Background: an optimization exercise with open tools, aiming at small area. Do not read the settings as production practice. The RTL was checked by simulation tests, not by an equivalence proof against the original design. The clock cells of runs 3 to 8 come from the design's own scripts or RTL, not from TritonCTS. The flow treats the clock pin as an ideal source. Dropping or thinning the clock tree relies on that and would not hold on a real chip. Power is estimated from default activity; no workload was simulated.

--- flow/config.mk ---
export PLATFORM = sky130hd
export DESIGN_NAME = top
export DESIGN_NICKNAME = top
export VERILOG_FILES = /design/flow/design.v
export SDC_FILE = /design/flow/constraint.sdc
export NUM_CORES = 4
export LEC_CHECK = 0
export CAP_MARGIN = 20
export CORE_MARGIN = 2
export CORE_UTILIZATION = 40
export SLEW_MARGIN = 20
--- flow/constraint.sdc ---
create_clock -name core_clock -period 10.0 [get_ports {clk}]
set_input_delay 2.0000 -clock core_clock [delete_from_list [all_inputs] [get_ports {clk}]]
set_output_delay 2.0000 -clock core_clock [all_outputs]
set_load 0.01 [all_outputs]
--- flow/design.v ---
module top(input clk, rst_raw, up, left, right, down,
           input [15:0] switches, output dp, a, b, c, d, e, f, g,
           output [3:0] anode, output load_done, output fsm_done);
    wire up_clean, left_clean, rst, right_clean, down_clean;
    debouncer udb(.clk(clk), .raw(up),      .clean(up_clean));
    debouncer ldb(.clk(clk), .raw(left),    .clean(left_clean));
    debouncer cdb(.clk(clk), .raw(rst_raw), .clean(rst));
    debouncer rdb(.clk(clk), .raw(right),   .clean(right_clean));
    debouncer ddb(.clk(clk), .raw(down),    .clean(down_clean));
    reg b_up, b_left, b_right, b_down;
    always @(posedge clk) begin
        b_up    <= up_clean;
        b_left  <= left_clean  & ~rst;
        b_right <= right_clean;
        b_down  <= down_clean;
    end
    wire any_btn = b_up | b_left | b_right | b_down;
    localparam IDLE = 2'd0, READ = 2'd1, CONV = 2'd3, DISP = 2'd2;
    reg [1:0] ps;
    wire conv = (ps == CONV);
    reg [5:0] cnt;
    wire ld = |cnt[5:3];
    wire c48 = (cnt == 6'd48);
    wire c4849 = (cnt[5:1] == 5'b11000);
    wire fd = (ps != IDLE) | c48 | (cnt == 6'd47);
    assign load_done = ld;
    assign fsm_done = fd;
    always @(posedge clk) begin
        if (rst)
            cnt <= 6'd0;
        else if (!ld)
            cnt <= cnt + {5'd0, b_left};
        else if (!fd) begin
            if (!(cnt == 6'd10 && !b_right))
                cnt <= cnt + 6'd1;
        end else if (c4849)
            cnt <= conv ? 6'd24 : 6'd49;
        else
            cnt <= cnt + 6'd1;
    end
    reg [15:0] mat;
    integer k;
    always @(posedge clk) begin
        for (k = 0; k < 8; k = k + 1)
            if (cnt == k)
                mat[15-2*k -: 2] <= switches[15-2*k -: 2];
    end
    always @(posedge clk) begin
        if (rst)
            ps <= IDLE;
        else case (ps)
            IDLE: if (c48) ps <= READ;
            READ: ps <= CONV;
            CONV: if (c48) ps <= DISP;
            DISP: if (any_btn) ps <= READ;
        endcase
    end
    reg [2:0] sel, cap, shown;
    wire pick = (ps == READ) && any_btn;
    wire start = conv && c4849;
    always @(posedge clk) begin
        if (rst) begin
            sel[2] <= 1'b0;
            cap[2] <= 1'b0;
            shown[2] <= 1'b0;
        end else begin
            if (pick) sel[2] <= 1'b1;
            if (start) cap[2] <= sel[2];
            if (c48) shown[2] <= cap[2];
        end
        if (pick) sel[1:0] <= {~(b_up | b_left), ~b_up & (b_left | ~b_right)};
        if (start) cap[1:0] <= sel[1:0];
        if (c48) shown[1:0] <= cap[1:0];
    end
    reg [9:0] lo;
    reg [1:0] hi;
    wire lz = ~|lo[8:0];
    wire lo_first = lz & ~lo[9];
    wire lo_last = lz & lo[9];
    always @(posedge clk) begin
        lo <= {lo[8:0], (lo[9] ^ lo[6] ^ lz) & ~rst};
        if (rst)
            hi <= 2'd0;
        else
            hi <= hi + {1'b0, lo_last};
    end
    assign anode = (hi == 2'd0) ? 4'b1110 :
                   (hi == 2'd1) ? 4'b0111 :
                   (hi == 2'd2) ? 4'b1011 : 4'b1101;
    wire [1:0] pidx = hi - {1'b0, lo_first};
    wire [1:0] a1 = shown[1] ? mat[11:10] : mat[15:14];
    wire [1:0] a2 = shown[1] ? mat[9:8]   : mat[13:12];
    wire [1:0] b1 = shown[0] ? mat[5:4]   : mat[7:6];
    wire [1:0] b2 = shown[0] ? mat[1:0]   : mat[3:2];
    wire [4:0] val = shown[2] ? (a1 * b1 + a2 * b2) : 5'd0;
    wire tens = (val >= 5'd10);
    wire [3:0] ones = tens ? val - 5'd10 : val[3:0];
    wire [3:0] num = (pidx == 2'd0) ? ones : (pidx == 2'd3) ? {3'b000, tens} : 4'd0;
    reg [6:0] seg;
    always @(*) begin
        case (num)
            4'd0: seg = 7'b0000001;
            4'd1: seg = 7'b1001111;
            4'd2: seg = 7'b0010010;
            4'd3: seg = 7'b0000110;
            4'd4: seg = 7'b1001100;
            4'd5: seg = 7'b0100100;
            4'd6: seg = 7'b0100000;
            4'd7: seg = 7'b0001111;
            4'd8: seg = 7'b0000000;
            4'd9: seg = 7'b0001100;
            default: seg = 7'b1111111;
        endcase
    end
    assign {a, b, c, d, e, f, g} = seg;
    assign dp = 1'b1;
endmodule
module debouncer(input raw, input clk, output reg clean);
    localparam [9:0] INV = 10'b1010101010;
    reg [9:0] s;
    wire [9:0] q = s ^ INV;
    wire z8 = ~|q[8:1];
    wire z9 = z8 & ~q[9];                     
    wire fu = q[9] ^ q[6] ^ (z8 & ~q[0]);     
    wire fd = q[0] ^ q[7] ^ z9;               
    wire hold0 = z9 & (q[0] ^ raw);           
    wire [9:0] nq = {raw ? q[8:0] : {fd, q[9:2]},
                     hold0 ? q[0] : (raw ? fu : q[1])};
    always @(posedge clk) begin
        s <= nq ^ INV;
        if (z9) clean <= ~q[0];
    end
endmodule
--- flow/flow/run.sh ---
#!/bin/bash
# Layout flow: the standard ORFS flow with
#  - synthesis as standard (same yosys synth, flop mapping and register
#    names), except that ABC maps all the logic, adders included, with an
#    area-oriented script
#  - port buffers of the smallest buffer cell
#  - clock tree without dummy loads
# Each tool's output goes to ORFS's own logs under orfs/logs; this script's
# and make's output goes to flow_run.log.
set -euo pipefail
HERE=$(pwd)
export MY_ABC_SCRIPT=$HERE/flow/abc_area.script
{
  bash standard.sh \
    SYNTH_SCRIPT=$HERE/flow/my_synth.tcl \
    ADDER_MAP_FILE= \
    "BUFFER_PORTS_ARGS=-buffer_cell sky130_fd_sc_hd__buf_1" \
    "CTS_ARGS=-buf_list sky130_fd_sc_hd__clkbuf_16 -repair_clock_nets -dont_use_dummy_load" \
    finish
} > flow_run.log 2>&1
--- flow/flow/abc_area.script ---
strash
balance
rewrite
refactor
balance
rewrite
rewrite -z
balance
refactor -z
rewrite -z
balance
dch -f
amap
topo
--- flow/flow/my_synth.tcl ---
# synth_recipe.tcl with ABC given an area-oriented script
proc synth {args} { yosys synth -nofsm -noshare {*}$args }
proc abc {args} {
  set i [lsearch -exact $args -script]
  if { $i >= 0 } { lset args [expr {$i + 1}] $::env(MY_ABC_SCRIPT) }
  yosys abc {*}$args
}
source $::env(SCRIPTS_DIR)/synth.tcl
# left out here: clear keep_hierarchy, flatten, clean up, hide names made inside functions, write 1_2_yosys.v
--- flow/standard.sh ---
#!/bin/bash
# synth_recipe.tcl (not shown) runs the flow's synth.tcl, then flattens the netlist and writes it again
# the make line also repeats each setting of config.mk as NAME=value (left out here)
make -C /OpenROAD-flow-scripts/flow DESIGN_CONFIG=/design/flow/config.mk WORK_HOME=/design/flow/orfs CLKGATE_MAP_FILE= SYNTH_SCRIPT=/design/flow/synth_recipe.tcl "${@:-finish}"
==> results.ini, run 1 <==
[setup_path]
worst_setup_path_end_kind=output pin
slowest_delay_ps=420
cp_max_fo=5
critPathBufInv=3
crit_cells=22
reg2reg_depth=9
cp_top_family=simple AND/OR/NAND/NOR gates
crit_type=register to output pin
critical_path_arrival_ps=3730
critPathLaunch=shown[1]
regToRegStartpoint=cnt[4]
required_ps=8000
startpoint_type=register
crit_top_cell=nor2_1
path_cells=clkinv_1, o22ai_1, nor2_1, nand2_1, o21a_1, nand2_1, o21a_1, o21ai_0, nor2_1, a21oi_1, nand2_1, nand2_1, a21oi_1, or2_0, nor2_1, nor2_1, nor2_1, nor2_1, nor2_1, clkinv_1, o22ai_1, buf_1
crit_slowest_cell=edfxtp_1

[timing]
tightest_slew_ps=745
hold_viol=0
slew_violations=0
setup_slack_ps=4270
period_share_pct=57.3
max_slew_margin_pct=50.0
fin_worst_skew_ps=12.2
setup_viol=0
setup_tns_ps=0
post-route-min-period_ps=5730
rsz0062_at_grt=false
fmax_mhz=175

[logic_synthesis]
synth_top_family_by_area=compound AO/OA/AOI/OAI gates
synth_adder_area_share_pct=0
synth_fp_nets=425
synth_compound_area_share_pct=18.7
yosysUniqueCellTypes=31
syn-cell-area_um2=3920
syn_inst=403
synth-simple-area-share_pct=16.0
synth_xor_area_share_pct=0
synth-seq-cells=104
syn_area_per_cell_um2=9.71
yosys-mux-area-fraction_pct=0
ys_seq_area_share_pct=61.4
ys_async_sr_fraction_pct=0
ys.flop_type=dfxtp_1
yosysWarningCount=2
synth_edf_count=32

[pwr]
power_density_nw_per_um2=192
leakage_nw=1.51
peakVddDrop_mv=0.0905

[clock_network]
htreeDepth=3
cts_root_buffer=clkbuf_16
insertion_delay_ps=330
hold_buffers=0
clock_path_buffers=2
cts_sinks=104
numCtsBuffers=9
tritoncts=yes
path_clk_slew_ps=60
postCtsResizedCells=0
post_cts_buffers=0

[routing]
drc=0
vias=3024
drt-total-wl_um=7170
post_drt_wl_per_cell_um=12.4
drtIter0Drc=114
drt_pass1_iterations=4
antenna_left=0
vias_per_cell=5.23

[grt]
antenna_found_initial=0
grt_usage_pct=14.3
grt_pass1_vias=2777
grt_pass1_wl_um=12000
grt_max_degree=18
grt_overflow_total=0

[layout]
postLayoutCoreUtil_pct=45.9
drive_gt1_share_pct=2.02
final_cell_area_um2=4430
n_antenna_cell=0
nets=469
area_growth_pct=13.1

[floorplanning]
die_area_um2=10600
fp.coreArea_um2=9640
die_y_um=103
dieWidth_um=103
fp-row-count=36
boundaryPins=36
start_util_pct=40.6

[run_status]
status=complete, no violations

[placement]
io_buffers=34
gp_congestion=0.804
place_area_um2=4200
dp_hpwl_um=5210
pre_cts_ws_ps=4630

[min_path]
worstHoldStart=lo[0]
whs_path_depth=0
hold_path_class=register to register

[run]
max_cap_viol_count=0

==> final timing paths <==
path / end / slack (ps)
worst max-delay path: a / 4270
worst max register to register: cnt[1] / 7140
worst min-delay path: lo[1] / 340
worst min register to register: lo[1] / 340
==> Yosys cell counts (2+ instances only) <==
cell type,instances,area share [%]
o22ai_1,57,9.1
o21ai_0,18,2.3
a2111oi_0,2,0.45
o311a_1,4,1.0
nand2_1,28,2.7
dfxtp_1,72,37
nor4_1,7,1.1
a211oi_1,2,0.38
a221oi_1,3,0.67
clkinv_1,38,3.6
edfxtp_1,32,25
nor2b_1,10,1.6
nand4_1,2,0.32
or2_0,3,0.48
o21a_1,3,0.58
nand3b_1,3,0.58
nor3_1,11,1.4
nand3_1,7,0.89
a21oi_1,21,2.7
nor2_1,69,6.6
==> state kept, by name (all words and copies together) (netlist names) <==
name / count
cdb.s: 10
cnt: 6
b_up: 1
ddb.clean: 1
rdb.s: 10
ldb.clean: 1
mat: 16
shown: 3
ps: 2
b_right: 1
lo: 10
b_left: 1
udb.s: 10
b_down: 1
cap: 3
hi: 2
cdb.clean: 1
ddb.s: 10
rdb.clean: 1
ldb.s: 10
sel: 3
udb.clean: 1
==> layout make-up <==
| class | count | area (µm²) |
|---|---|---|
| Multi-Input combinational cell | 260 | 1360 |
| Clock buffer | 9 | 225 |
| Sequential cell | 104 | 2400 |
| Inverter | 38 | 143 |
| Tap cell | 133 | 166 |
| Fill cell | 951 | 5210 |
| Timing Repair Buffer | 34 | 128 |
==> where the power goes <==
part,internal [mW],switching (mW),leakage (nW)
Combinational,0.0284,0.0273,0.506
Clock,0.159,0.129,0.111
Sequential,0.474,0.0343,0.898
Total,0.661,0.191,1.51
==> placed cells by master (no fill, tap or decap) <==
cell       count
dfxtp_1       72
nor2_1        69
o22ai_1       57
clkinv_1      38
buf_1         34
edfxtp_1      32
nand2_1       28
a21oi_1       21
o21ai_0       18
nor3_1        11
nor2b_1       10
clkbuf_16      9
nor4_1         7
nand3_1        7
o311a_1        4
or2_0          3
o21a_1         3
nand3b_1       3
a221oi_1       3
a211oi_1       2
nand4_1        2
a2111oi_0      2
or4_1          1
o311ai_0       1
o32ai_1        1
a31oi_1        1
or3_1          1
a22oi_1        1
o31ai_1        1
a32oi_1        1
o32a_1         1
conb_1         1
==> layer usage <==
metal,share of wire (%),global-route usage (%),wire [µm],vias up
met5,0,0,0,-
met4,1.7,5.87,121,0
met3,3.3,3.12,235,10
met2,47,24.2,3380,48
met1,48,17.7,3430,1402
li1,-,-,-,1564
==> logic make-up after synthesis <==
logic type	after synthesis
AND/OR/NAND/NOR	142
AO/OA/AOI/OAI	117
flip-flops	104
buffers and inverters	39
other	1
==> through the flow <==
stage,total power [mW],hold slack [ps],cells
final,0.852,342,578
after global routing,0.890,353,578
after CTS,0.861,344,578
after detailed placement,0.572,328,569
after global placement,0.570,324,569
after floorplan,0.551,323,403
==> worst reg2reg max path: cells and delay by family (launching register included) <==
| kind | cells | cell delay [ps] |
|---|---|---|
| compound gates | 3 | 850 |
| buf+inv | 2 | 330 |
| flops | 1 | 330 |
| simple gates | 4 | 1240 |
==> inputs of run 2 (changes only) <==
--- a/flow/flow/run.sh
+++ b/flow/flow/run.sh
@@ -17,3 +17,3 @@
     "BUFFER_PORTS_ARGS=-buffer_cell sky130_fd_sc_hd__buf_1" \
-    "CTS_ARGS=-buf_list sky130_fd_sc_hd__clkbuf_16 -repair_clock_nets -dont_use_dummy_load" \
+    "CTS_ARGS=-sink_clustering_enable -repair_clock_nets -dont_use_dummy_load" \
     finish
--- a/flow/flow/abc_area.script
+++ b/flow/flow/abc_area.script
@@ -11,2 +11,5 @@
 balance
+&get -n
+&deepsyn -T 30 -S 1
+&put
 dch -f
==> results.ini, run 2 <==
[logic_synthesis]
ys_seq_area_share_pct=62.5
syn_area_per_cell_um2=9.86
synth-seq-cells=104
yosysWarningCount=2
yosysUniqueCellTypes=33
synth_most_common_cell=nor2_1
syn_inst=390
synth_common_cells=nor2_1 (75), dfxtp_1 (72), o22ai_1 (52)
synth_edf_count=32
ys.flop_type=dfxtp_1
synth_area_leaders=dfxtp_1 (38%), edfxtp_1 (25%), o22ai_1 (8.5%)
synth_area_leader_cell=dfxtp_1
synth_top_area_share_pct=37.5
ys_async_sr_fraction_pct=0
synth_fp_nets=412
syn-cell-area_um2=3840

[placement]
gp_congestion=0.922
io_buffers=34
pre_cts_ws_ps=4430
place_area_um2=4130
dp_hpwl_um=5040

[min_path]
whs_endpoint=lo[6]
whs_path_depth=0
worstHoldStart=lo[5]
hold_path_class=register to register

[grt]
grt_overflow_total=0
grt_pass1_wl_um=12000
grt_usage_pct=14.5
grt_max_degree=18
antenna_found_initial=0
grt_pass1_vias=2765

[floorplanning]
fp.coreArea_um2=9280
die_area_um2=10400
start_util_pct=41.4
dieWidth_um=102
die_y_um=102
boundaryPins=36
fp-row-count=35

[clock_network]
hold_buffers=0
clock_path_buffers=2
numCtsBuffers=9
path_clk_slew_ps=80
tritoncts=yes
cts_sinks=104
cts_root_buffer=clkbuf_8
htreeDepth=3
insertion_delay_ps=360
post_cts_buffers=0
postCtsResizedCells=0

[layout]
area_growth_pct=10.5
mostFrequentLayoutCell=nor2_1
largest_register_ffs=16
postLayoutCoreUtil_pct=45.8
final_cell_area_um2=4250
nets=456
top_register=mat
fill_cells=913
drive_gt1_share_pct=2.08
final_cell_mix=nor2_1 (75), dfxtp_1 (72), o22ai_1 (52), clkinv_1 (39), buf_1 (34)
n_antenna_cell=0

[routing]
vias=2932
drtIter0Drc=113
drc=0
post_drt_wl_per_cell_um=12.6
antenna_left=0
vias_per_cell=5.23
drt_pass1_iterations=4
drt-total-wl_um=7060

[run_status]
status=complete, no violations

[pwr]
peakVddDrop_mv=0.100
leakage_nw=1.43
power_density_nw_per_um2=180

[setup_path]
rrSetupSlack_ps=7720
crit_type=register to output pin
r2r-end=udb.s[0]
worst_setup_path_end_kind=output pin
cp_max_fo=5
required_ps=8000
startpoint_type=register
reg2reg_depth=8
regToRegStartpoint=udb.s[4]
critical_path_arrival_ps=4070
critPathLaunch=shown[0]

[timing]
setup_viol=0
tightest_slew_ps=677
max_slew_margin_pct=54.5
fmax_mhz=165
setup_tns_ps=0
setup_slack_ps=3930
rsz0062_at_grt=false
post-route-min-period_ps=6070
slew_violations=0
period_share_pct=60.7
hold_viol=0
fin_worst_skew_ps=28.8

[run]
max_cap_viol_count=0

==> run 2: cell count changes after synthesis, sizes merged, moves of 3 or more <==
cell / previous run / this run
nand2: 28 / 15
o21ai: 18 / 9
nor2b: 10 / 2
nor2: 69 / 75
o22ai: 57 / 52
a21oi: 21 / 25
o311a: 4 / 0
or4: 1 / 5
or3: 1 / 4
==> run 2: where the power goes <==
group / internal (mW) / switching [mW]
registers: 0.474 / 0.0318
logic: 0.0280 / 0.0317
clock network: 0.0809 / 0.119
total: 0.583 / 0.183
==> run 2: critical path, stage by stage, from the launching register on <==
cell and delay (ps):
edfxtp_1 430, clkinv_1 160, o22ai_1 290, nor2_1 110, nand2_1 90, o21a_1 140, nor2_1 60, a21oi_1 290
nor2_1 110, nor2_1 210, nor2_1 60, o21ai_0 290, nor2_1 90, a21oi_1 210, nor2_1 60, a2111oi_0 480
or2_0 250, nor2_1 90, o21ai_0 160, buf_1 170
==> run 2: kinds of logic after synthesis <==
| logic type | count (synthesis) | share of synthesized area (%) |
|---|---|---|
| simple gates | 141 | 16.7 |
| xor+xnor | 1 | 0.228 |
| flops | 104 | 62.5 |
| other cells | 1 | 0.0976 |
| buf+inv | 40 | 4.00 |
| compound gates | 103 | 16.4 |
==> run 2: worst max path at each step <==
stage	slack, ps	end	cells past startpoint
final	3930	d	19
after floorplan	4940	d	18
after detailed placement	4430	d	19
after CTS	4020	d	19
after global routing	3210	d	19
after global placement	4720	d	19
==> run 2: final cells by class <==
type | instances | area, µm² | share of cell area, %
Timing Repair Buffer | 34 | 128 | 3.00
Tap cell | 129 | 161 | 3.80
Multi-Input combinational cell | 246 | 1290 | 30.3
Clock buffer | 9 | 124 | 2.92
Sequential cell | 104 | 2400 | 56.5
Inverter | 39 | 146 | 3.45
==> run 2: stage by stage <==
stage / hold WS [ps] / total power [mW] / cells
2_1_floorplan: 323 / 0.553 / 390
3_3_place_gp: 326 / 0.573 / 552
3_5_place_dp: 331 / 0.575 / 552
4_1_cts: 330 / 0.777 / 561
5_1_grt: 331 / 0.808 / 561
6_report: 334 / 0.766 / 561
==> run 2: metal layers <==
layer	wire (µm)	part of all wire (%)	up-vias	track usage (%)
met5	0	0	-	0
met4	162	2.3	0	6.36
met3	349	4.9	15	4.45
met2	3150	45	77	23.1
met1	3410	48	1327	18.3
li1	-	-	1513	-
==> inputs of run 3 (changes only) <==
--- a/flow/flow/run.sh
+++ b/flow/flow/run.sh
@@ -4,5 +4,6 @@
 #    names), except that ABC maps all the logic, adders included, with an
-#    area-oriented script
+#    area-oriented script (my_synth.tcl, abc_area.script)
 #  - port buffers of the smallest buffer cell
-#  - clock tree without dummy loads
+#  - a one-level clock tree of four buffers (cts_hook.tcl) instead of
+#    TritonCTS's H-tree
 # Each tool's output goes to ORFS's own logs under orfs/logs; this script's
@@ -12,2 +13,7 @@
 export MY_ABC_SCRIPT=$HERE/flow/abc_area.script
+export PRE_CTS_TCL=$HERE/flow/cts_hook.tcl
+export MY_CTS_BUF=sky130_fd_sc_hd__clkbuf_8
+export MY_CTS_NX=3
+export MY_CTS_NY=2
+export MY_CTS_ROOT=sky130_fd_sc_hd__clkbuf_2
 {
@@ -17,3 +23,2 @@
     "BUFFER_PORTS_ARGS=-buffer_cell sky130_fd_sc_hd__buf_1" \
-    "CTS_ARGS=-sink_clustering_enable -repair_clock_nets -dont_use_dummy_load" \
     finish
==> flow/flow/abc_area.script (replaced) <==
strash
balance
rewrite
refactor
balance
rewrite
rewrite -z
balance
refactor -z
rewrite -z
balance
dch -f
amap
topo
==> flow/flow/cts_hook.tcl (new file) <==
# Sourced by ORFS's cts.tcl before clock tree synthesis (PRE_CTS_TCL).
# Replaces TritonCTS's H-tree with a small balanced clock tree: the
# flip-flops are split into MY_CTS_NX columns at x medians, each column
# into MY_CTS_NY groups at y medians; a MY_CTS_BUF buffer placed at each
# group's centre drives the group. The clock port drives these buffers,
# or, if MY_CTS_ROOT names a cell, one such root buffer that drives them.
# All flip-flops see the same buffer depth.
proc clock_tree_synthesis {args} {
  set block [ord::get_db_block]
  set db [ord::get_db]
  set master [$db findMaster $::env(MY_CTS_BUF)]
  set nx $::env(MY_CTS_NX)
  set ny $::env(MY_CTS_NY)
  foreach clk [all_clocks] {
    foreach src [get_property $clk sources] {
      set bterm [$block findBTerm [get_full_name $src]]
      set clknet [$bterm getNet]
      set sinks [$clknet getITerms]
      puts "manual CTS: net [$clknet getName], [llength $sinks] sinks, ${nx}x${ny} [$master getName]"
      set cols [my_cts_chunks [lsort -command my_cts_cmpx $sinks] $nx]
      set groups {}
      foreach col $cols {
        foreach grp [my_cts_chunks [lsort -command my_cts_cmpy $col] $ny] {
          if {[llength $grp] > 0} { lappend groups $grp }
        }
      }
      # with more than four leaf buffers, a root buffer drives them
      set drv $clknet
      if {[info exists ::env(MY_CTS_ROOT)] && $::env(MY_CTS_ROOT) ne ""} {
        set rinst [odb::dbInst_create $block [$db findMaster $::env(MY_CTS_ROOT)] "clkbuf_root_[$clknet getName]"]
        set drv [odb::dbNet_create $block "clknet_root_[$clknet getName]"]
        $drv setSigType CLOCK
        [$rinst findITerm A] connect $clknet
        [$rinst findITerm X] connect $drv
        set rx 0
        set ry 0
        foreach it $sinks {
          set rx [expr {$rx + [my_cts_x $it]}]
          set ry [expr {$ry + [my_cts_y $it]}]
        }
        $rinst setLocation [expr {int($rx / [llength $sinks])}] [expr {int($ry / [llength $sinks])}]
        $rinst setPlacementStatus PLACED
      }
      set i 0
      foreach grp $groups {
        set name "clkbuf_q${i}_[$clknet getName]"
        set inst [odb::dbInst_create $block $master $name]
        set net [odb::dbNet_create $block "clknet_q${i}_[$clknet getName]"]
        $net setSigType CLOCK
        set gx 0
        set gy 0
        foreach it $grp {
          $it disconnect
          $it connect $net
          set gx [expr {$gx + [my_cts_x $it]}]
          set gy [expr {$gy + [my_cts_y $it]}]
        }
        [$inst findITerm A] connect $drv
        [$inst findITerm X] connect $net
        $inst setLocation [expr {int($gx / [llength $grp])}] [expr {int($gy / [llength $grp])}]
        $inst setPlacementStatus PLACED
        incr i
      }
    }
  }
}
proc my_cts_x {it} { return [[[$it getInst] getBBox] xMin] }
proc my_cts_y {it} { return [[[$it getInst] getBBox] yMin] }
proc my_cts_cmpx {a b} { expr {[my_cts_x $a] - [my_cts_x $b]} }
proc my_cts_cmpy {a b} { expr {[my_cts_y $a] - [my_cts_y $b]} }
proc my_cts_chunks {lst n} {
  set out {}
  set len [llength $lst]
  for {set i 0} {$i < $n} {incr i} {
    lappend out [lrange $lst [expr {$i * $len / $n}] [expr {($i + 1) * $len / $n - 1}]]
  }
  return $out
}
==> results.ini, run 3 <==
[logic_synthesis]
syn-cell-area_um2=3920
syn_area_per_cell_um2=9.71
yosysUniqueCellTypes=31
syn_inst=403
synth_most_common_cell=dfxtp_1
ys_async_sr_fraction_pct=0
synth_top_area_share_pct=36.8
synth_area_leader_cell=dfxtp_1
synth_edf_count=32
synth-seq-cells=104
synth_common_cells=dfxtp_1 (72), nor2_1 (69), o22ai_1 (57)
ys.flop_type=dfxtp_1
synth_area_leaders=dfxtp_1 (37%), edfxtp_1 (25%), o22ai_1 (9.1%)
yosysWarningCount=2
ys_seq_area_share_pct=61.4
synth_fp_nets=425

[clock_network]
insertion_delay_ps=500
path_clk_slew_ps=110
postCtsResizedCells=0
hold_buffers=0
post_cts_buffers=0

[setup_path]
startpoint_type=register
reg2reg_depth=9
regToRegStartpoint=cnt[4]
r2r-end=cnt[1]
crit_type=register to output pin
cp_max_fo=5
rrSetupSlack_ps=7140
worst_setup_path_end_kind=output pin
critical_path_arrival_ps=3930
required_ps=8000

[timing]
setup_tns_ps=0
hold_viol=0
max_slew_margin_pct=49.7
hold_slack_ps=349
tightest_slew_ps=749
period_share_pct=59.3
fmax_mhz=169
setup_viol=0
setup_slack_ps=4070
slew_violations=0
rsz0062_at_grt=false
fin_worst_skew_ps=7.52
post-route-min-period_ps=5930

[routing]
drt-total-wl_um=7100
post_drt_wl_per_cell_um=12.3
vias=3008
drtIter0Drc=147
antenna_left=0
vias_per_cell=5.22
drt_pass1_iterations=6
drc=0

[grt]
antenna_found_initial=0
grt_pass1_wl_um=12000
grt_overflow_total=0
grt_pass1_vias=2754
grt_max_degree=19
grt_usage_pct=13.3

[pwr]
power.clock.fraction_pct=23.5
p_comb_share_pct=7.5
power_density_nw_per_um2=171
intPower_uw=557
p_sw_uw=178
swShare_pct=24.2
pwr-share-seq_pct=69.0
leakage_nw=1.45
peakVddDrop_mv=0.116

[layout]
drive_gt1_share_pct=1.58
n_antenna_cell=0
final_cell_mix=dfxtp_1 (72), nor2_1 (69), o22ai_1 (57), clkinv_1 (38), buf_1 (34)
area_growth_pct=9.56
mostFrequentLayoutCell=dfxtp_1
top_register=mat
nets=467
largest_register_ffs=16
fill_cells=966

[min_path]
hold_path_class=register to register
whs_path_depth=0
whs_endpoint=b_up
worstHoldStart=udb.clean

[floorplanning]
dieWidth_um=103
fp-row-count=36
fp.coreArea_um2=9640
start_util_pct=40.6
die_area_um2=10600
die_y_um=103
boundaryPins=36

[placement]
dp_hpwl_um=5210
pre_cts_ws_ps=4630
gp_congestion=0.804
io_buffers=34

[run_status]
status=complete, no violations

[run]
max_cap_viol_count=0

## run 3: cell count changes after synthesis, sizes merged, moves of 3 or more
cell | previous run | this run
nor2 | 75 | 69
o22ai | 52 | 57
or3 | 4 | 1
o21ai | 9 | 18
o311a | 0 | 4
nor2b | 2 | 10
a21oi | 25 | 21
or4 | 5 | 1
nand2 | 15 | 28
## run 3: stage by stage
stage | power (mW) | utilization (%) | instances | area, µm²
after global placement | 0.570 | 43.6 | 569 | 4200
after CTS | 0.701 | 44.5 | 576 | 4290
after detailed placement | 0.572 | 43.6 | 569 | 4200
after floorplan | 0.551 | - | 403 | 3920
after global routing | 0.776 | 44.5 | 576 | 4290
final | 0.735 | 44.5 | 576 | 4290
## run 3: worst max-delay path by stage
stage                        start  endpoint  slack [ps]  cells after the start
after CTS                 shown[1]         a        4620                     22
after global routing      shown[1]         a        3520                     22
after detailed placement  shown[1]         a        4630                     22
after global placement    shown[1]         a        4840                     22
final                     shown[1]         a        4070                     22
after floorplan           shown[1]         e        5110                     20
## run 3: worst max-delay path, stage by stage (launching register included)
cell and delay (ps):
edfxtp_1 430, clkinv_1 150, o22ai_1 260, nor2_1 110
nand2_1 100, o21a_1 140, nand2_1 70, o21a_1 110
o21ai_0 230, nor2_1 80, a21oi_1 170, nand2_1 90
nand2_1 90, a21oi_1 40, or2_0 250, nor2_1 130
nor2_1 60, nor2_1 190, nor2_1 110, nor2_1 190
clkinv_1 110, o22ai_1 170, buf_1 170
## run 3: kinds of logic after synthesis
kind of cell | after synthesis | share of synthesized area [%]
DFF | 104 | 61.4
buffers and inverters | 39 | 3.84
and+or+nand+nor | 142 | 16.0
other | 1 | 0.0958
AOI/OAI and AO/OA | 117 | 18.7
## run 3: cell type report
| class | count | area [µm²] | area share (%) |
|---|---|---|---|
| Inverter | 38 | 143 | 3.33 |
| Buffer | 7 | 87.6 | 2.04 |
| Sequential cell | 104 | 2400 | 56.0 |
| Timing Repair Buffer | 34 | 128 | 2.98 |
| Multi-Input combinational cell | 260 | 1360 | 31.8 |
| Tap cell | 133 | 166 | 3.88 |
## run 3: power groups by stage
stage,sequential (mW),combinational [mW],clock (mW)
after floorplan,0.506,0.0442,0
after global placement,0.515,0.0541,0
after detailed placement,0.516,0.0559,0
after CTS,0.517,0.0560,0.128
after global routing,0.513,0.0647,0.198
final,0.507,0.0555,0.172
## run 3: per-layer routing
layer | GRT usage, % | part of all wire (%) | vias to the layer above
met1 | 18.0 | 48 | 1392
met5 | 0 | 0 | -
met4 | 1.42 | 0.91 | 0
li1 | - | - | 1557
met3 | 1.63 | 4.5 | 6
met2 | 23.6 | 47 | 53
==> inputs of run 4 (changes only) <==
--- a/flow/flow/run.sh
+++ b/flow/flow/run.sh
@@ -6,3 +6,4 @@
 #  - port buffers of the smallest buffer cell
-#  - a one-level clock tree of four buffers (cts_hook.tcl) instead of
+#  - a two-level clock tree, a root buffer driving six buffers
+#    (cts_hook.tcl), instead of
 #    TritonCTS's H-tree
--- a/flow/flow/abc_area.script
+++ b/flow/flow/abc_area.script
@@ -11,2 +11,5 @@
 balance
+&get -n
+&deepsyn -T 30 -S 1
+&put
 dch -f
==> results.ini, run 4 <==
[timing]
setup_viol=0
setup_tns_ps=0
period_share_pct=62.3
rsz0062_at_grt=false
setup_slack_ps=3770
hold_viol=0
tightest_slew_ps=661
max_slew_margin_pct=55.6
fin_worst_skew_ps=5.37
post-route-min-period_ps=6230
slew_violations=0
fmax_mhz=160

[layout]
mostFrequentLayoutCell=nor2_1
nets=454
largest_register_ffs=16
drive_gt1_share_pct=1.63
n_antenna_cell=0
top_register=mat
stdcell_count=559
postLayoutCoreUtil_pct=45.4
final_cell_mix=nor2_1 (75), dfxtp_1 (72), o22ai_1 (52), clkinv_1 (39), buf_1 (34)
area_growth_pct=9.60

[clock_network]
postCtsResizedCells=0
insertion_delay_ps=510
path_clk_slew_ps=110
hold_buffers=0
post_cts_buffers=0

[logic_synthesis]
synth_most_common_cell=nor2_1
ys_seq_area_share_pct=62.5
synth_fp_nets=412
synth_area_leaders=dfxtp_1 (38%), edfxtp_1 (25%), o22ai_1 (8.5%)
syn_inst=390
synth_area_leader_cell=dfxtp_1
syn_area_per_cell_um2=9.86
yosysUniqueCellTypes=33
synth_edf_count=32
synth-seq-cells=104
ys_async_sr_fraction_pct=0
syn-cell-area_um2=3840
yosysWarningCount=2
synth_common_cells=nor2_1 (75), dfxtp_1 (72), o22ai_1 (52)
ys.flop_type=dfxtp_1
synth_top_area_share_pct=37.5

[floorplanning]
die_y_um=102
fp.coreArea_um2=9280
die_area_um2=10400
start_util_pct=41.4
dieWidth_um=102
boundaryPins=36
fp-row-count=35

[placement]
gp_congestion=0.922
dp_hpwl_um=5040
io_buffers=34
placedCellCount=552
pre_cts_ws_ps=4430

[routing]
antenna_left=0
dr_wl_met3_um=356
drt-total-wl_um=6950
met2_length_um=3090
drc=0
highest_layer=met4
vias_per_cell=5.22
drt_pass1_iterations=4
vias=2916
post_drt_wl_per_cell_um=12.4
wl_met1_um=3390
drtIter0Drc=139

[setup_path]
reg2reg_depth=8
crit_type=register to output pin
worst_setup_path_end_kind=output pin
cp_max_fo=5
startpoint_type=register
critical_path_arrival_ps=4230
required_ps=8000

[grt]
antenna_found_initial=0
grt_pass1_wl_um=11900
grt_max_degree=19
grt_pass1_vias=2714
grt_usage_pct=13.3
grt_overflow_total=0

[run]
max_cap_viol_count=0

[min_path]
hold_path_class=register to register
whs_path_depth=0

[pwr]
power_uw=738
leakage_nw=1.41
power_density_nw_per_um2=175
peakVddDrop_mv=0.126

[run_status]
status=complete, no violations

## run 4: cells by family (layout without fill, tap and decap cells)
family / count (synthesis) / count (layout) / share of synthesized area, %
other: 1 / 1 / 0.0976
XOR/XNOR: 1 / 1 / 0.228
AO/OA/AOI/OAI: 103 / 103 / 16.4
buffers and inverters: 40 / 80 / 4.00
flip-flops: 104 / 104 / 62.5
AND/OR/NAND/NOR: 141 / 141 / 16.7
## run 4: cell type report
cell class                 count  area, µm²
multi-input combinational    246       1290
fill                         906       5070
tap                          129        161
timing repair buffer          34        128
inverter                      39        146
sequential                   104       2400
buffer                         7       87.6
## run 4: path summary, 6_finish.rpt
path,startpoint,to,slack [ps]
min reg2reg,rdb.clean,b_right,350
max reg2reg,udb.s[6],udb.s[0],7710
max,shown[0],d,3770
min,rdb.clean,b_right,350
## run 4: report_power, final
group          internal (mW)  switching [mW]  total (mW)  leakage, nW
Clock                 0.0559           0.117       0.172       0.0473
Combinational         0.0280          0.0316      0.0596        0.461
Sequential             0.474          0.0318       0.506        0.902
## run 4: per-layer routing
| metal | GRT usage, % | vias to the layer above |
|---|---|---|
| li1 | - | 1510 |
| met4 | 2.67 | 0 |
| met5 | 0 | - |
| met3 | 1.71 | 11 |
| met2 | 22.5 | 68 |
| met1 | 18.6 | 1327 |
## run 4: critical path, stage by stage, from the launching register on
cell and delay (ps):
edfxtp_1 440, clkinv_1 160, o22ai_1 290, nor2_1 110
nand2_1 90, o21a_1 140, nor2_1 60, a21oi_1 290
nor2_1 100, nor2_1 210, nor2_1 60, o21ai_0 290
nor2_1 90, a21oi_1 210, nor2_1 60, a2111oi_0 480
or2_0 250, nor2_1 90, o21ai_0 160, buf_1 170
## run 4: metrics by stage
step	hold slack (ps)	area (µm²)
final	351	4210
after global routing	363	4210
after detailed placement	331	4130
after CTS	333	4210
after global placement	326	4130
after floorplan	323	3840
==> inputs of run 5 (changes only) <==
--- a/flow/design.v
+++ b/flow/design.v
@@ -9,10 +9,10 @@
     debouncer ddb(.clk(clk), .raw(down),    .clean(down_clean));
-    reg b_up, b_left, b_right, b_down;
+    reg b_left, b_right, b_ud;
     always @(posedge clk) begin
-        b_up    <= up_clean;
-        b_left  <= left_clean  & ~rst;
+        b_left  <= left_clean & ~rst;
         b_right <= right_clean;
-        b_down  <= down_clean;
+        b_ud    <= up_clean | down_clean;
     end
-    wire any_btn = b_up | b_left | b_right | b_down;
+    wire any_btn = b_left | b_right | b_ud;
+    wire any_now = up_clean | left_clean | right_clean | down_clean;
     localparam IDLE = 2'd0, READ = 2'd1, CONV = 2'd3, DISP = 2'd2;
@@ -58,3 +58,4 @@
     reg [2:0] sel, cap, shown;
-    wire pick = (ps == READ) && any_btn;
+    wire to_read = (ps == IDLE) ? c48 : (ps == DISP) && any_btn;
+    wire pick = to_read && any_now;
     wire start = conv && c4849;
@@ -70,3 +71,3 @@
         end
-        if (pick) sel[1:0] <= {~(b_up | b_left), ~b_up & (b_left | ~b_right)};
+        if (pick) sel[1:0] <= {~(up_clean | left_clean), ~up_clean & (left_clean | ~right_clean)};
         if (start) cap[1:0] <= sel[1:0];
@@ -94,22 +95,23 @@
     wire [1:0] b2 = shown[0] ? mat[1:0]   : mat[3:2];
-    wire [4:0] val = shown[2] ? (a1 * b1 + a2 * b2) : 5'd0;
+    wire [4:0] val = a1 * b1 + a2 * b2;
     wire tens = (val >= 5'd10);
     wire [3:0] ones = tens ? val - 5'd10 : val[3:0];
-    wire [3:0] num = (pidx == 2'd0) ? ones : (pidx == 2'd3) ? {3'b000, tens} : 4'd0;
-    reg [6:0] seg;
+    reg [6:0] seg_ones;
     always @(*) begin
-        case (num)
-            4'd0: seg = 7'b0000001;
-            4'd1: seg = 7'b1001111;
-            4'd2: seg = 7'b0010010;
-            4'd3: seg = 7'b0000110;
-            4'd4: seg = 7'b1001100;
-            4'd5: seg = 7'b0100100;
-            4'd6: seg = 7'b0100000;
-            4'd7: seg = 7'b0001111;
-            4'd8: seg = 7'b0000000;
-            4'd9: seg = 7'b0001100;
-            default: seg = 7'b1111111;
+        case (ones)
+            4'd0: seg_ones = 7'b0000001;
+            4'd1: seg_ones = 7'b1001111;
+            4'd2: seg_ones = 7'b0010010;
+            4'd3: seg_ones = 7'b0000110;
+            4'd4: seg_ones = 7'b1001100;
+            4'd5: seg_ones = 7'b0100100;
+            4'd6: seg_ones = 7'b0100000;
+            4'd7: seg_ones = 7'b0001111;
+            4'd8: seg_ones = 7'b0000000;
+            4'd9: seg_ones = 7'b0001100;
+            default: seg_ones = 7'b1111111;    
         endcase
     end
+    wire t1 = shown[2] & (pidx == 2'd3) & tens;
+    wire [6:0] seg = (shown[2] && pidx == 2'd0) ? seg_ones : {t1, 2'b00, t1, t1, t1, 1'b1};
     assign {a, b, c, d, e, f, g} = seg;
@@ -125,5 +127,4 @@
     wire fd = q[0] ^ q[7] ^ z9;               
-    wire hold0 = z9 & (q[0] ^ raw);           
     wire [9:0] nq = {raw ? q[8:0] : {fd, q[9:2]},
-                     hold0 ? q[0] : (raw ? fu : q[1])};
+                     raw ? (fu & ~(z9 & ~q[0])) : (q[1] | (z9 & q[0]))};
     always @(posedge clk) begin
==> results.ini, run 5 <==
[placement]
gp_congestion=0.854
placedCellCount=531
io_buffers=34
dp_hpwl_um=5030
place_area_um2=4030

[logic_synthesis]
ys_async_sr_fraction_pct=0
syn-cell-area_um2=3770
synth_common_cells=dfxtp_1 (76), o22ai_1 (60), nor2_1 (45)
ys.flop_type=dfxtp_1
yosysWarningCount=2
synth_most_common_cell=dfxtp_1
ys_seq_area_share_pct=61.8
synth_edf_count=27
synth_top_area_share_pct=40.3
synth-seq-cells=103
synth_area_leaders=dfxtp_1 (40%), edfxtp_1 (21%), o22ai_1 (10%)
synth_fp_nets=409
syn_inst=387
synth_area_leader_cell=dfxtp_1
yosysUniqueCellTypes=30
syn_area_per_cell_um2=9.74

[setup_path]
startpoint_type=register
rrSetupSlack_ps=7600
crit_slowest_cell=o21ai_0
path_cells=clkinv_1, o22ai_1, nor2_1, nor2_1, a21oi_1, o21ai_0, nor2_1, a21oi_1, nand2_1, o21ai_0, nand2_1, o21ai_0, o22ai_1, nor2_1, o22ai_1, o22ai_1, nand3_1, o311ai_0, buf_1
worst_setup_path_end_kind=output pin
regToRegStartpoint=cnt[4]
cp_max_fo=5
critical_path_arrival_ps=4120
reg2reg_depth=5
slowest_delay_ps=460
crit_type=register to output pin
required_ps=8000
r2r-end=sel[0]

[layout]
area_growth_pct=9.19
drive_gt1_share_pct=1.64
final_cell_area_um2=4120
n_antenna_cell=0
nets=451
top_register=mat
stdcell_count=538
mostFrequentLayoutCell=dfxtp_1
largest_register_ffs=16
fill_cells=910
final_cell_mix=dfxtp_1 (76), o22ai_1 (60), nor2_1 (45), clkinv_1 (42), buf_1 (34)

[routing]
post_drt_wl_per_cell_um=12.4
vias_per_cell=5.30
drtIter0Drc=130
drt_pass1_iterations=4
drt-total-wl_um=6680
antenna_left=0
vias=2850
drc=0

[run]
max_cap_viol_count=0

[run_status]
status=complete, no violations

[floorplanning]
start_util_pct=41.0
dieWidth_um=101
fp-row-count=35
die_y_um=101
die_area_um2=10200
fp.coreArea_um2=9200
boundaryPins=36

[pwr]
power_density_nw_per_um2=174
peakVddDrop_mv=0.101
leakage_nw=1.39
power_uw=715

[timing]
max_slew_margin_pct=48.9
setup_tns_ps=0
slew_violations=0
post-route-min-period_ps=6120
fmax_mhz=164
hold_viol=0
rsz0062_at_grt=false
setup_viol=0
fin_worst_skew_ps=9.58
tightest_slew_ps=761
period_share_pct=61.2

[clock_network]
path_clk_slew_ps=100
hold_buffers=0
insertion_delay_ps=510
postCtsResizedCells=0
post_cts_buffers=0

[min_path]
hold_path_class=register to register
whs_path_depth=0
whs_endpoint=lo[9]
worstHoldStart=lo[8]

[grt]
antenna_found_initial=0
grt_usage_pct=13.1
grt_pass1_wl_um=11600
grt_overflow_total=0
grt_pass1_vias=2637
grt_max_degree=19

## run 5: cell types whose count changed in the layout (fill, tap and decap cells not counted), moves of 4 or more
cell      delta
edfxtp_1     -5
o22ai_1      +8
dfxtp_1      +4
a21oi_1     -12
o21ai_0     +16
a31oi_1      +4
nand2_1     +16
nor2_1      -30
nor2b_1      +4
## run 5: cell type report
type	instances	area, µm²	share of cell area [%]
multi-input cells	241	1270	30.9
inverters	42	158	3.83
plain buffers	7	87.6	2.13
flip-flops and latches	103	2330	56.6
well taps	111	139	3.37
repair buffers	34	128	3.10
## run 5: worst max-delay path by stage
stage             start  endpoint
6_report       shown[0]         d
5_1_grt        shown[0]         d
4_1_cts        shown[0]         d
3_5_place_dp   shown[0]         d
3_3_place_gp   shown[0]         d
2_1_floorplan  shown[0]         d
## run 5: per-stage QoR
stage / worst slack (ps) / hold WS, ps / util, %
after floorplan: 4890 / 323 / -
after global placement: 4690 / 329 / 43.8
final: 3880 / 351 / 44.8
after global routing: 3320 / 360 / 44.8
after detailed placement: 4480 / 333 / 43.8
after CTS: 4460 / 333 / 44.8
## run 5: report_power, final
group	internal, mW	switching [mW]
clock	0.0557	0.110
combinational	0.0279	0.0255
sequential	0.464	0.0322
## run 5: per-layer routing
metal | wire (µm) | track usage (%)
met1 | 3210 | 18.6
met2 | 3040 | 22.3
met3 | 343 | 1.73
met4 | 85 | 1.46
met5 | 0 | 0
## run 5: cells by family (layout without fill, tap and decap cells)
group | Yosys count | after routing | synth area share [%]
AND/OR/NAND/NOR | 126 | 126 | 15.4
AO/OA/AOI/OAI | 114 | 114 | 18.3
flip-flops | 103 | 103 | 61.8
buffers and inverters | 43 | 83 | 4.38
other | 1 | 1 | 0.0994
## run 5: critical path: cells and delay by family (launching register included)
family	cells	cell delay, ps
compound gates	10	2000
buf+inv	2	340
flops	1	430
simple gates	7	840
==> inputs of run 6 (changes only) <==
--- a/flow/flow/run.sh
+++ b/flow/flow/run.sh
@@ -4,3 +4,4 @@
 #    names), except that ABC maps all the logic, adders included, with an
-#    area-oriented script (my_synth.tcl, abc_area.script)
+#    area-oriented script (my_synth.tcl, abc_area.script), best of four
+#    seeds
 #  - port buffers of the smallest buffer cell
@@ -14,7 +15,8 @@
 export MY_ABC_SCRIPT=$HERE/flow/abc_area.script
+export MY_ABC_TRIES=1
 export PRE_CTS_TCL=$HERE/flow/cts_hook.tcl
-export MY_CTS_BUF=sky130_fd_sc_hd__clkbuf_8
+export MY_CTS_BUF=sky130_fd_sc_hd__clkbuf_16
 export MY_CTS_NX=3
-export MY_CTS_NY=2
-export MY_CTS_ROOT=sky130_fd_sc_hd__clkbuf_2
+export MY_CTS_NY=1
+export MY_CTS_ROOT=sky130_fd_sc_hd__clkbuf_1
 {
--- a/flow/flow/abc_area.script
+++ b/flow/flow/abc_area.script
@@ -12,3 +12,3 @@
 &get -n
-&deepsyn -T 30 -S 1
+&deepsyn -T 30 -S {SEED}
 &put
==> flow/flow/my_synth.tcl (replaced) <==
# synth_recipe.tcl with ABC given an area-oriented script (MY_ABC_SCRIPT).
# The script's deep synthesis is randomised and time-limited, so ABC is run
# MY_ABC_TRIES times with different seeds ({SEED} in the script) and the
# smallest mapped result is kept.
proc synth {args} { yosys synth -nofsm -noshare {*}$args }
proc abc {args} {
  set i [lsearch -exact $args -script]
  set tries [expr {[info exists ::env(MY_ABC_TRIES)] ? $::env(MY_ABC_TRIES) : 1}]
  set lib [lindex $::env(LIB_FILES) 0]
  set fh [open $::env(MY_ABC_SCRIPT) r]
  set text [read $fh]
  close $fh
  yosys design -save my_pre_abc
  set best_area -1
  set best 0
  for {set t 1} {$t <= $tries} {incr t} {
    set script "$::env(OBJECTS_DIR)/abc_try$t.script"
    set fh [open $script w]
    puts -nonewline $fh [string map [list "{SEED}" $t] $text]
    close $fh
    set targs $args
    if { $i >= 0 } { lset targs [expr {$i + 1}] $script }
    yosys design -load my_pre_abc
    yosys abc {*}$targs
    yosys tee -q -o $::env(OBJECTS_DIR)/abc_try$t.stat stat -liberty $lib
    set fh [open $::env(OBJECTS_DIR)/abc_try$t.stat r]
    set st [read $fh]
    close $fh
    regexp {Chip area for module[^:]*:\s*([0-9.eE+]+)} $st -> area
    puts "ABC try $t: area $area"
    yosys design -save my_abc_try$t
    if { $best_area < 0 || $area < $best_area } {
      set best_area $area
      set best $t
    }
  }
  puts "ABC keeps try $best: area $best_area"
  yosys design -load my_abc_try$best
}
source $::env(SCRIPTS_DIR)/synth.tcl
# left out here: clear keep_hierarchy, flatten, clean up, hide names made inside functions, write 1_2_yosys.v
==> results.ini, run 6 <==
[run_status]
status=complete, no violations

[pwr]
power.clock.fraction_pct=22.3
power_density_nw_per_um2=172
swShare_pct=22.7
intPower_uw=547
p_comb_share_pct=7.5
p_sw_uw=161
pwr-share-seq_pct=70.1
power_uw=708
peakVddDrop_mv=0.138
leakage_nw=1.38

[grt]
grt_overflow_total=0
grt_usage_pct=13.0
antenna_found_initial=0
grt_max_degree=36
grt_pass1_wl_um=11500
grt_pass1_vias=2629

[timing]
fin_worst_skew_ps=7.78
setup_tns_ps=0
post-route-min-period_ps=6210
tightest_slew_ps=761
max_slew_margin_pct=48.9
setup_viol=0
slew_violations=0
fmax_mhz=161
hold_viol=0
period_share_pct=62.1
rsz0062_at_grt=false

[logic_synthesis]
synth_most_common_cell=dfxtp_1
synth_common_cells=dfxtp_1 (76), o22ai_1 (60), nor2_1 (45)
ys_async_sr_fraction_pct=0
synth_area_leaders=dfxtp_1 (40%), edfxtp_1 (21%), o22ai_1 (10%)
synth_compound_area_share_pct=18.3
synth-seq-cells=103
yosys-mux-area-fraction_pct=0
synth_edf_count=27
synth_xor_area_share_pct=0
yosysUniqueCellTypes=30
synth_top_family_by_area=compound AO/OA/AOI/OAI gates
synth-simple-area-share_pct=15.4
ys_seq_area_share_pct=61.8
synth_area_leader_cell=dfxtp_1
syn_area_per_cell_um2=9.74
syn_inst=387
synth_top_area_share_pct=40.3
ys.flop_type=dfxtp_1
yosysWarningCount=2
syn-cell-area_um2=3770
synth_fp_nets=409
synth_adder_area_share_pct=0

[floorplanning]
dieWidth_um=101
boundaryPins=36
fp.coreArea_um2=9200
start_util_pct=41.0
fp-row-count=35
die_y_um=101
die_area_um2=10200

[clock_network]
hold_buffers=0
post_cts_buffers=0
path_clk_slew_ps=120
postCtsResizedCells=0
insertion_delay_ps=610

[placement]
placedCellCount=531
io_buffers=34
gp_congestion=0.854
dp_hpwl_um=5030

[setup_path]
rrSetupSlack_ps=7590
path_cells=clkinv_1, o22ai_1, nor2_1, nor2_1, a21oi_1, o21ai_0, nor2_1, a21oi_1, nand2_1, o21ai_0, nand2_1, o21ai_0, o22ai_1, nor2_1, o22ai_1, o22ai_1, nand3_1, o311ai_0, buf_1
required_ps=8000
cp_top_family=compound AO/OA/AOI/OAI gates
critPathBufInv=2
cp_max_fo=5
slowest_delay_ps=460
reg2reg_depth=5
worst_setup_path_end_kind=output pin
crit_slowest_cell=o21ai_0
regToRegStartpoint=cnt[4]
crit_type=register to output pin
critical_path_arrival_ps=4210
startpoint_type=register
r2r-end=sel[1]

[routing]
drt-total-wl_um=6570
post_drt_wl_per_cell_um=12.3
drc=0
antenna_left=0
drtIter0Drc=100
drt_pass1_iterations=4
vias_per_cell=5.28
vias=2826

[layout]
final_cell_mix=dfxtp_1 (76), o22ai_1 (60), nor2_1 (45), clkinv_1 (42), buf_1 (34)
stdcell_count=535
mostFrequentLayoutCell=dfxtp_1
drive_gt1_share_pct=0.708
area_growth_pct=8.96
n_antenna_cell=0
top_register=mat
nets=448
largest_register_ffs=16
fill_cells=915

[run]
max_cap_viol_count=0

[min_path]
whs_path_depth=0
whs_endpoint=lo[9]
worstHoldStart=lo[8]
hold_path_class=register to register

[run 6: cell counts after synthesis]
No cell type changed its count.
[run 6: worst max path at each step]
| stage | start | endpoint | slack, ps | cells past startpoint |
|---|---|---|---|---|
| 2_1_floorplan | shown[0] | d | 4890 | 17 |
| 3_3_place_gp | shown[0] | d | 4690 | 19 |
| 3_5_place_dp | shown[0] | d | 4480 | 19 |
| 4_1_cts | shown[0] | d | 4460 | 19 |
| 5_1_grt | shown[0] | d | 3200 | 19 |
| 6_report | shown[0] | d | 3790 | 19 |
[run 6: worst register-to-register path, delay by kind of cell, from the launching register on]
family	cells	cell delay, ps
simple gates	4	1540
flops	1	390
buf+inv	1	140
[run 6: through the flow]
| step | setup WS [ps] | hold slack [ps] | utilization (%) | instance area (µm²) |
|---|---|---|---|---|
| after floorplan | 4890 | 323 | - | 3770 |
| after global placement | 4690 | 329 | 43.8 | 4030 |
| after detailed placement | 4480 | 333 | 43.8 | 4030 |
| after CTS | 4460 | 333 | 44.7 | 4110 |
| after global routing | 3200 | 358 | 44.7 | 4110 |
| final | 3790 | 347 | 44.7 | 4110 |
[run 6: cell type report]
cell class / count / area (µm²) / share of cell area (%)
Sequential cell: 103 / 2330 / 56.8
Multi-Input combinational cell: 241 / 1270 / 31.0
Inverter: 42 / 158 / 3.84
Buffer: 4 / 78.8 / 1.92
Tap cell: 111 / 139 / 3.38
Timing Repair Buffer: 34 / 128 / 3.11
[run 6: cell families after synthesis]
kind of cell / Yosys count
AO/OA/AOI/OAI: 114
buffers and inverters: 43
flip-flops: 103
other: 1
AND/OR/NAND/NOR: 126
[run 6: power by group through the flow]
| stage | Combinational (mW) | Sequential [mW] | Clock [mW] |
|---|---|---|---|
| finish | 0.0533 | 0.497 | 0.158 |
| global route | 0.0629 | 0.503 | 0.182 |
| CTS | 0.0539 | 0.506 | 0.126 |
| detailed placement | 0.0539 | 0.506 | 0 |
| global placement | 0.0521 | 0.506 | 0 |
| floorplan | 0.0423 | 0.497 | 0 |
[run 6: metal layers]
| metal | part of all wire, % | vias up | track usage, % |
|---|---|---|---|
| li1 | - | 1503 | - |
| met1 | 48 | 1277 | 18.3 |
| met3 | 4.5 | 5 | 1.11 |
| met4 | 0.79 | 0 | 0.936 |
| met5 | 0 | - | 0 |
| met2 | 46 | 41 | 22.7 |
==> inputs of run 7 (changes only) <==
--- a/flow/flow/run.sh
+++ b/flow/flow/run.sh
@@ -17,4 +17,4 @@
 export PRE_CTS_TCL=$HERE/flow/cts_hook.tcl
-export MY_CTS_BUF=sky130_fd_sc_hd__clkbuf_16
-export MY_CTS_NX=3
+export MY_CTS_BUF=sky130_fd_sc_hd__clkbuf_8
+export MY_CTS_NX=5
 export MY_CTS_NY=1
==> results.ini, run 7 <==
[routing]
drt-total-wl_um=6660
vias=2849
drc=0
drtIter0Drc=95
drt_pass1_iterations=4
antenna_left=0
vias_per_cell=5.31
post_drt_wl_per_cell_um=12.4

[floorplanning]
fp-row-count=35
dieWidth_um=101
start_util_pct=41.0
die_y_um=101
fp.coreArea_um2=9200
boundaryPins=36
die_area_um2=10200

[clock_network]
postCtsResizedCells=0
hold_buffers=0
path_clk_slew_ps=120
insertion_delay_ps=620
post_cts_buffers=0

[setup_path]
cp_max_fo=5
startpoint_type=register
path_cells=clkinv_1, o22ai_1, nor2_1, nor2_1, a21oi_1, o21ai_0, nor2_1, a21oi_1, nand2_1, o21ai_0, nand2_1, o21ai_0, o22ai_1, nor2_1, o22ai_1, o22ai_1, nand3_1, o311ai_0, buf_1
crit_type=register to output pin
slowest_delay_ps=460
rrSetupSlack_ps=7600
required_ps=8000
crit_slowest_cell=o21ai_0
critical_path_arrival_ps=4220
worst_setup_path_end_kind=output pin

[pwr]
intPower_uw=538
pwr-share-seq_pct=70.7
p_sw_uw=164
p_comb_share_pct=7.6
peakVddDrop_mv=0.149
power.clock.fraction_pct=21.7
power_density_nw_per_um2=171
leakage_nw=1.38
swShare_pct=23.4
power_uw=703

[layout]
n_antenna_cell=0
fill_cells=916
final_cell_mix=dfxtp_1 (76), o22ai_1 (60), nor2_1 (45), clkinv_1 (42), buf_1 (34)
drive_gt1_share_pct=1.17
top_register=mat
largest_register_ffs=16
nets=450
area_growth_pct=8.79
final_cell_area_um2=4100
mostFrequentLayoutCell=dfxtp_1
stdcell_count=537

[logic_synthesis]
synth_most_common_cell=dfxtp_1
syn_inst=387
synth_common_cells=dfxtp_1 (76), o22ai_1 (60), nor2_1 (45)
ys_seq_area_share_pct=61.8
synth_area_leaders=dfxtp_1 (40%), edfxtp_1 (21%), o22ai_1 (10%)
synth_top_area_share_pct=40.3
ys_async_sr_fraction_pct=0
synth_area_leader_cell=dfxtp_1
yosysUniqueCellTypes=30
ys.flop_type=dfxtp_1
synth-seq-cells=103
synth_fp_nets=409
syn_area_per_cell_um2=9.74
syn-cell-area_um2=3770
synth_edf_count=27
yosysWarningCount=2

[run_status]
status=complete, no violations

[timing]
rsz0062_at_grt=false
hold_viol=0
fmax_mhz=161
post-route-min-period_ps=6220
period_share_pct=62.2
tightest_slew_ps=760
max_slew_margin_pct=48.9
slew_violations=0
setup_tns_ps=0
setup_viol=0
fin_worst_skew_ps=6.61

[placement]
gp_congestion=0.854
placedCellCount=531
place_area_um2=4030
dp_hpwl_um=5030
io_buffers=34

[grt]
grt_overflow_total=0
grt_pass1_vias=2617
grt_max_degree=22
grt_usage_pct=13.1
grt_pass1_wl_um=11500
antenna_found_initial=0

[min_path]
hold_path_class=register to register

[run]
max_cap_viol_count=0

## run 7: kinds of logic (layout without fill, tap and decap cells)
logic type	count (synthesis)	in the layout	synth area share, %
compound gates	114	114	18.3
buf+inv	43	82	4.38
flops	103	103	61.8
other cells	1	1	0.0994
simple gates	126	126	15.4
## run 7: path summary, 6_finish.rpt
path,endpoint,depth (start not counted),startpoint
worst min register to register,lo[5],0,lo[4]
worst max-delay path,d,19,shown[0]
worst max register to register,sel[0],5,cnt[4]
worst min-delay path,lo[5],0,lo[4]
## run 7: per-stage QoR
| stage | worst slack [ps] | util [%] | hold WS (ps) |
|---|---|---|---|
| 2_1_floorplan | 4890 | - | 323 |
| 3_3_place_gp | 4690 | 43.8 | 329 |
| 3_5_place_dp | 4480 | 43.8 | 333 |
| 4_1_cts | 4460 | 44.6 | 333 |
| 5_1_grt | 3170 | 44.6 | 362 |
| 6_report | 3780 | 44.6 | 349 |
## run 7: power groups by stage
| stage | combinational [mW] | clock, mW | sequential (mW) |
|---|---|---|---|
| floorplan | 0.0423 | 0 | 0.497 |
| global route | 0.0628 | 0.177 | 0.503 |
| detailed placement | 0.0539 | 0 | 0.506 |
| CTS | 0.0539 | 0.117 | 0.506 |
| finish | 0.0534 | 0.153 | 0.497 |
| global placement | 0.0521 | 0 | 0.506 |
## run 7: routing by layer
metal | GRT usage (%) | routed length [µm] | vias up | part of all wire (%)
met4 | 1.14 | 52 | 0 | 0.78
li1 | - | - | 1505 | -
met5 | 0 | 0 | - | 0
met1 | 18.4 | 3190 | 1293 | 48
met3 | 1.32 | 316 | 4 | 4.7
met2 | 22.7 | 3110 | 47 | 47
## run 7: final cells by class
cell class / count / area (µm²) / share of cell area [%]
flip-flops and latches: 103 / 2330 / 56.8
plain buffers: 6 / 72.6 / 1.77
repair buffers: 34 / 128 / 3.11
well taps: 111 / 139 / 3.39
multi-input cells: 241 / 1270 / 31.0
inverters: 42 / 158 / 3.84
## run 7: critical path, delay by kind of cell (launching register included)
kind	cells	cell delay (ps)
and+or+nand+nor	7	850
DFF	1	440
buffers and inverters	2	340
AOI/OAI and AO/OA	10	1990
==> inputs of run 8 (changes only) <==
--- a/flow/flow/run.sh
+++ b/flow/flow/run.sh
@@ -15,8 +15,8 @@
 export MY_ABC_SCRIPT=$HERE/flow/abc_area.script
-export MY_ABC_TRIES=1
+export MY_ABC_TRIES=4
 export PRE_CTS_TCL=$HERE/flow/cts_hook.tcl
 export MY_CTS_BUF=sky130_fd_sc_hd__clkbuf_8
-export MY_CTS_NX=5
-export MY_CTS_NY=1
-export MY_CTS_ROOT=sky130_fd_sc_hd__clkbuf_1
+export MY_CTS_NX=3
+export MY_CTS_NY=2
+export MY_CTS_ROOT=sky130_fd_sc_hd__clkbuf_2
 {
==> results.ini, run 8 <==
[layout]
postLayoutCoreUtil_pct=44.6
n_antenna_cell=0
nets=438
mostFrequentLayoutCell=dfxtp_1
final_cell_mix=dfxtp_1 (76), o22ai_1 (54), nor2_1 (50), clkinv_1 (40), buf_1 (34)
largest_register_ffs=16
area_growth_pct=9.32
top_register=mat
drive_gt1_share_pct=1.69

[run_status]
status=complete, no violations

[grt]
grt_pass1_wl_um=11500
antenna_found_initial=0
grt_max_degree=19
grt_overflow_total=0
grt_usage_pct=13.2
grt_pass1_vias=2602

[timing]
tightest_slew_ps=736
rsz0062_at_grt=false
max_slew_margin_pct=50.6
slew_violations=0
setup_tns_ps=0
fin_worst_skew_ps=7.33
fmax_mhz=175
period_share_pct=57.2
setup_viol=0
hold_viol=0
post-route-min-period_ps=5720

[floorplanning]
boundaryPins=36
fp-row-count=35
start_util_pct=40.8
die_y_um=100
die_area_um2=10100
dieWidth_um=100
fp.coreArea_um2=9110

[setup_path]
critPathBufInv=3
crit_slowest_cell=a2111oi_0
worst_setup_path_end_kind=output pin
critical_path_arrival_ps=3720
cp_top_family=compound AO/OA/AOI/OAI gates
crit_top_cell=nor2_1
crit_type=register to output pin
required_ps=8000
path_cells=clkinv_1, o22ai_1, nor2_1, nor2_1, a21o_1, nor2_1, o21ai_0, clkinv_1, nor2_1, a211oi_1, a2111oi_0, a31oi_1, o21ai_0, nand2_1, o21ai_0, buf_1
cp_max_fo=5
slowest_delay_ps=490
startpoint_type=register

[logic_synthesis]
ys.flop_type=dfxtp_1
syn-cell-area_um2=3720
synth_most_common_cell=dfxtp_1
ys_seq_area_share_pct=62.7
synth_common_cells=dfxtp_1 (76), o22ai_1 (54), nor2_1 (50)
syn_area_per_cell_um2=9.94
ys_async_sr_fraction_pct=0
synth_area_leader_cell=dfxtp_1
synth_area_leaders=dfxtp_1 (41%), edfxtp_1 (22%), o22ai_1 (9.1%)
synth_edf_count=27
synth_top_area_share_pct=40.9
syn_inst=374
synth-seq-cells=103
yosysWarningCount=2
yosysUniqueCellTypes=33
synth_fp_nets=396

[placement]
gp_congestion=0.841
dp_hpwl_um=4990
io_buffers=34

[routing]
drt_pass1_iterations=5
vias_per_cell=5.38
drtIter0Drc=65
vias=2823
post_drt_wl_per_cell_um=12.9
antenna_left=0
drt-total-wl_um=6760
drc=0

[pwr]
peakVddDrop_mv=0.120
power_uw=721
power_density_nw_per_um2=177
leakage_nw=1.39

[clock_network]
path_clk_slew_ps=100
post_cts_buffers=0
hold_buffers=0
insertion_delay_ps=510
postCtsResizedCells=0

[run]
max_cap_viol_count=0

[min_path]
hold_path_class=register to register

-- run 8: per-stage QoR --
| stage | setup slack (ps) | instances | area (µm²) | hold slack (ps) |
|---|---|---|---|---|
| detailed placement | 4940 | 518 | 3980 | 333 |
| CTS | 4870 | 525 | 4060 | 332 |
| finish | 4280 | 525 | 4060 | 347 |
| floorplan | 5300 | 374 | 3720 | 323 |
| global placement | 5160 | 518 | 3980 | 328 |
| global route | 3780 | 525 | 4060 | 359 |
-- run 8: worst paths after layout --
check / startpoint / end / slack (ps) / cells past startpoint
setup / recovery: shown[1] / a / 4280 / 16
hold / removal: lo[3] / lo[4] / 350 / 0
setup reg to reg: cnt[4] / cap[2] / 7680 / 6
hold reg to reg: lo[3] / lo[4] / 350 / 0
-- run 8: cell families (layout without fill, tap and decap cells) --
family,count (synthesis),in the layout,synth area share (%)
other,1,1,0.101
flip-flops,103,103,62.7
AO/OA/AOI/OAI,111,111,18.6
buffers and inverters,41,81,4.24
AND/OR/NAND/NOR,118,118,14.3
-- run 8: report_power, final --
group / leakage, nW / internal [mW] / switching (mW)
registers: 0.882 / 0.465 / 0.0333
clock network: 0.0473 / 0.0558 / 0.114
logic: 0.456 / 0.0270 / 0.0258
-- run 8: worst register-to-register path, cell delays in order (launching register included) --
cell      delay, ps
dfxtp_1         360
clkinv_1        160
or4_1           610
nor3_1          640
clkinv_1        190
a22oi_1         190
nor2_1           50
-- run 8: final cells by class --
| cell class | instances | area [µm²] |
|---|---|---|
| fill | 895 | 5040 |
| sequential | 103 | 2330 |
| multi-input combinational | 230 | 1230 |
| inverter | 40 | 150 |
| tap | 111 | 139 |
| timing repair buffer | 34 | 128 |
| buffer | 7 | 87.6 |
-- run 8: per-layer routing --
layer	up-vias	global-route usage (%)	share of wire, %	wire length (µm)
met2	69	23.0	47	3180
met1	1299	18.2	47	3150
met4	0	1.58	1.0	70
met5	-	0	0	0
li1	1449	-	-	-
met3	6	1.74	5.4	363

-- separate check: timing with driven ports --
No port has a modelled driver above. Below, the same layouts with a new extraction and two added sets of constraints. Step 1 (the two cells are an assumption about what drives the block):
set clk [get_ports {clk}]
set_driving_cell -lib_cell sky130_fd_sc_hd__clkbuf_16 $clk
set_driving_cell -lib_cell sky130_fd_sc_hd__buf_2 [delete_from_list [all_inputs] $clk]
Step 2 moves the port delays by t, midway between the first and last clock arrival at a register: inputs arrive t later, outputs are due t later. That takes back most of the time a late clock gives input paths. Three values: ideal, step 1, step 2; two values: the first two.
run	shift t [ns]	setup slack, ns	latest minus earliest clock arrival (ns)
run 1	0.362	4.270 / 4.233 / 4.595	0.019 / 0.018
run 2	0.382	3.925 / 3.894 / 4.276	0.030 / 0.030
run 3	0.515	4.070 / 4.045 / 4.560	0.010 / 0.010
run 4	0.526	3.769 / 3.745 / 4.271	0.009 / 0.009
run 5	0.526	3.884 / 3.859 / 4.386	0.010 / 0.009
run 6	0.631	3.791 / 3.766 / 4.397	0.009 / 0.009
run 7	0.639	3.785 / 3.760 / 4.400	0.009 / 0.009
run 8	0.529	4.283 / 4.257 / 4.786	0.008 / 0.008
After both steps setup and hold are still met in every run listed.
